Background: an optimization exercise with open tools, aiming at small area. Do not read the settings as production practice. RTL that was checked went through simulation tests only; none was proved equivalent to the original. The flow treats the clock pin as an ideal source. Dropping or thinning the clock tree relies on that and would not hold on a real chip. Power is estimated from default activity; no workload was simulated.

## main
Design mac_row, start of the top module:
module mac_row (
    clk, reset, execute, load, a_select,
    nzero_weights_flat, w_indexes_flat,
    in_activation_flat, in_psum_flat, act_index_flat,
    final_psum_flat, load_out
);
Size in the first run: about 490 cells after synthesis.
Settings: LEC_CHECK=0, CAP_MARGIN=20, CORE_MARGIN=2, CORE_UTILIZATION=70, SETUP_SLACK_MARGIN=0.3, SLEW_MARGIN=20, SYNTH_HIERARCHICAL=1; clock period 8.0 ns.
standard.sh (not shown) runs the stock make flow with config.mk's settings and CLKGATE_MAP_FILE= SYNTH_SCRIPT=/design/flow/synth_recipe.tcl, a recipe that flattens the netlist after the stock synthesis.
==> flow/flow/run.sh <==
#!/bin/bash
# Layout flow: the standard ORFS flow (standard.sh) with two changes:
#  - port buffers use the smallest buffer cell (buffer_ports -buffer_cell)
#  - the clock tree is built by flow/cts_tree.tcl instead of TritonCTS
set -euo pipefail
cd "$(dirname "$0")/.."
export BUFFER_PORTS_ARGS="-buffer_cell sky130_fd_sc_hd__buf_1"
export PRE_CTS_TCL="$PWD/flow/cts_tree.tcl"
export CLK_LEAVES=${CLK_LEAVES:-7}
export CLK_BUF=${CLK_BUF:-sky130_fd_sc_hd__clkbuf_8}
export CLK_ROOT_BUF=${CLK_ROOT_BUF:-sky130_fd_sc_hd__clkbuf_4}
bash standard.sh > standard.log 2>&1
Other scripts of this flow, unchanged in this note and not shown: flow/flow/cts_tree.tcl
Edits applied to the flow inputs when going from main to the feature branch:
Settings: removing SETUP_SLACK_MARGIN (formerly 0.3).
- Between main and the feature branch, routing usage on met1 is higher for main, the feature branch comes in under that.
- The final hold slack was comparable across main and the feature branch.
- Status: logic gate share of total power parity (main, the feature branch)
- Total power across main and the feature branch: no real change.
- As far as number of sequential cells in the layout goes, the feature branch and main are indistinguishable; the numbers are identical.
- For the routed length on met1, the feature branch came in 0.55% higher than main did.
- The feature branch against main: sequential share of layout area was more or less identical, wire length of the first global-routing pass climbed 0.35%.
Function was not checked in any run of this note: the RTL went through the layout flow alone. No run of this note takes its clock network from TritonCTS; it comes from the design's own scripts or RTL.

---

mac_row, a different RTL version from the one above (not shown whole).
Size in the first run: roughly 120 flip-flops, ~0.0059 mm2 of cells after synthesis.
## mac_row
module mac_row (
    clk, reset, execute, load, a_select,
    nzero_weights_flat, w_indexes_flat,
    in_activation_flat, in_psum_flat, act_index_flat,
    final_psum_flat, load_out
);
Settings: LEC_CHECK=0, CAP_MARGIN=20, CORE_MARGIN=2, CORE_UTILIZATION=70, SLEW_MARGIN=20, SYNTH_HIERARCHICAL=1; clock period 8.0 ns.
==> flow/flow/run.sh <==
#!/bin/bash
# Layout flow: the standard ORFS flow (standard.sh) with two changes:
#  - port buffers use the smallest buffer cell (buffer_ports -buffer_cell)
#  - the clock tree is built by flow/cts_tree.tcl instead of TritonCTS
set -euo pipefail
cd "$(dirname "$0")/.."
export BUFFER_PORTS_ARGS="-buffer_cell sky130_fd_sc_hd__buf_1"
export PRE_CTS_TCL="$PWD/flow/cts_tree.tcl"
export CLK_LEAVES=${CLK_LEAVES:-6}
export CLK_BUF=${CLK_BUF:-sky130_fd_sc_hd__clkbuf_8}
export CLK_ROOT_BUF=${CLK_ROOT_BUF:-sky130_fd_sc_hd__clkbuf_4}
bash standard.sh > standard.log 2>&1
==> flow/flow/cts_tree.tcl <==
# Hook sourced by ORFS's cts.tcl before clock_tree_synthesis (PRE_CTS_TCL).
# It replaces TritonCTS with a small balanced tree built by hand: the clock
# port drives one root buffer (CLK_ROOT_BUF), which drives CLK_LEAVES leaf
# buffers (CLK_BUF). The registers are split into CLK_LEAVES groups of equal
# size by recursive bisection of their placement, and each leaf buffer sits at
# the centre of its group.
proc mk_clock_tree {args} {
  set db [ord::get_db]
  set block [ord::get_db_block]
  set k $::env(CLK_LEAVES)
  set master [$db findMaster $::env(CLK_BUF)]
  set bt [$block findBTerm clk]
  set net [$bt getNet]
  set sinks [list]
  set xs [list]
  set ys [list]
  foreach it [$net getITerms] {
    set bb [[$it getInst] getBBox]
    lappend sinks $it
    lappend xs [expr {([$bb xMin] + [$bb xMax]) / 2}]
    lappend ys [expr {([$bb yMin] + [$bb yMax]) / 2}]
  }
  set n [llength $sinks]
  # split the registers into k groups of equal size by recursive bisection
  # along the longer side of each group's bounding box
  set groups [list [list 0 $k [lsearch -all -integer -not $xs -999999999]]]
  set asg [lrepeat $n 0]
  while {[llength $groups] > 0} {
    set g [lindex $groups 0]
    set groups [lrange $groups 1 end]
    lassign $g c0 kk idx
    if {$kk == 1} {
      foreach i $idx { lset asg $i $c0 }
      continue
    }
    set minx 1e18; set maxx -1e18; set miny 1e18; set maxy -1e18
    foreach i $idx {
      set x [lindex $xs $i]; set y [lindex $ys $i]
      if {$x < $minx} {set minx $x}; if {$x > $maxx} {set maxx $x}
      if {$y < $miny} {set miny $y}; if {$y > $maxy} {set maxy $y}
    }
    set keys [list]
    foreach i $idx {
      if {$maxx - $minx >= $maxy - $miny} { lappend keys [list $i [lindex $xs $i]] } else { lappend keys [list $i [lindex $ys $i]] }
    }
    set keys [lsort -real -index 1 $keys]
    set k1 [expr {$kk / 2}]
    set n1 [expr {int(round(double([llength $idx]) * $k1 / $kk))}]
    set a [list]; set b [list]
    set j 0
    foreach e $keys { if {$j < $n1} { lappend a [lindex $e 0] } else { lappend b [lindex $e 0] }; incr j }
    lappend groups [list $c0 $k1 $a] [list [expr {$c0 + $k1}] [expr {$kk - $k1}] $b]
  }
  for {set c 0} {$c < $k} {incr c} { set sx($c) 0; set sy($c) 0; set cnt($c) 0 }
  for {set i 0} {$i < $n} {incr i} {
    set c [lindex $asg $i]
    set sx($c) [expr {$sx($c) + [lindex $xs $i]}]
    set sy($c) [expr {$sy($c) + [lindex $ys $i]}]
    incr cnt($c)
  }
  set cx [list]; set cy [list]
  for {set c 0} {$c < $k} {incr c} {
    lappend cx [expr {$sx($c) / max(1, $cnt($c))}]; lappend cy [expr {$sy($c) / max(1, $cnt($c))}]
  }
  # optional root buffer between the port and the leaf buffers
  set src $net
  if {[info exists ::env(CLK_ROOT_BUF)] && $::env(CLK_ROOT_BUF) ne ""} {
    set r [odb::dbInst_create $block [$db findMaster $::env(CLK_ROOT_BUF)] "clkbuf_root"]
    set rn [odb::dbNet_create $block "clknet_root"]
    $rn setSigType CLOCK
    set mx 0; set my 0
    for {set c 0} {$c < $k} {incr c} { set mx [expr {$mx + [lindex $cx $c] / $k}]; set my [expr {$my + [lindex $cy $c] / $k}] }
    [$r findITerm A] connect $net
    [$r findITerm X] connect $rn
    $r setLocation [expr {int($mx)}] [expr {int($my)}]
    $r setPlacementStatus PLACED
    set src $rn
  }
  for {set c 0} {$c < $k} {incr c} {
    set b [odb::dbInst_create $block $master "clkbuf_leaf_$c"]
    set ln [odb::dbNet_create $block "clknet_leaf_$c"]
    $ln setSigType CLOCK
    [$b findITerm A] connect $src
    [$b findITerm X] connect $ln
    $b setLocation [expr {int([lindex $cx $c])}] [expr {int([lindex $cy $c])}]
    $b setPlacementStatus PLACED
    set leafnet($c) $ln
    puts "clock leaf $c: $cnt($c) registers"
  }
  for {set i 0} {$i < $n} {incr i} {
    set it [lindex $sinks $i]
    $it disconnect
    $it connect $leafnet([lindex $asg $i])
  }
  global_connect
}

rename clock_tree_synthesis triton_clock_tree_synthesis
proc clock_tree_synthesis {args} {
  puts "manual clock tree instead of: clock_tree_synthesis $args"
  mk_clock_tree
}
Change:
--- a/flow/flow/run.sh
+++ b/flow/flow/run.sh
@@ -8,3 +8,3 @@
 export PRE_CTS_TCL="$PWD/flow/cts_tree.tcl"
-export CLK_LEAVES=${CLK_LEAVES:-6}
+export CLK_LEAVES=${CLK_LEAVES:-7}
 export CLK_BUF=${CLK_BUF:-sky130_fd_sc_hd__clkbuf_8}
Register-to-register slack is about the same.
Cell area stays flat.
Via count climbs by 0.60%.
Fmax barely changes.
Critical path depth stays the same.
Total power is higher by 1.8%.
Cell count hardly moves.
Setup slack loses 0.0050 ns.
Wire length increases by 1.4%.
In every run of this note, the design's own scripts or RTL, not TritonCTS, make the clock network.

## separate check: timing with driven ports
How much do the figures lean on ideal ports? The routed layouts below were timed once more, with nothing changed but the port constraints. Step 1, drivers: a clkbuf_16 drives clk and a buf_2 each remaining input, both assumed. Step 2 moves the port delays by t, midway between the first and last clock arrival at a register: inputs arrive t later, outputs are due t later. That takes back most of the time a late clock gives input paths. Three values: ideal, step 1, step 2; two values: the first two.
| run | t, ns | setup slack, ns | hold WS [ns] |
|---|---|---|---|
| main | 0.496 | 0.457 / 0.457 / 0.457 | 0.358 / 0.358 / 0.358 |
| the feature branch | 0.498 | 0.196 / 0.196 / 0.196 | 0.358 / 0.358 / 0.358 |
| the first run of note 2 | 0.477 | 1.074 / 1.074 / 1.074 | 0.383 / 0.383 / 0.383 |
| the second run of note 2 | 0.494 | 1.069 / 1.069 / 1.069 | 0.391 / 0.391 / 0.391 |
After both steps setup and hold are still met in every run listed.
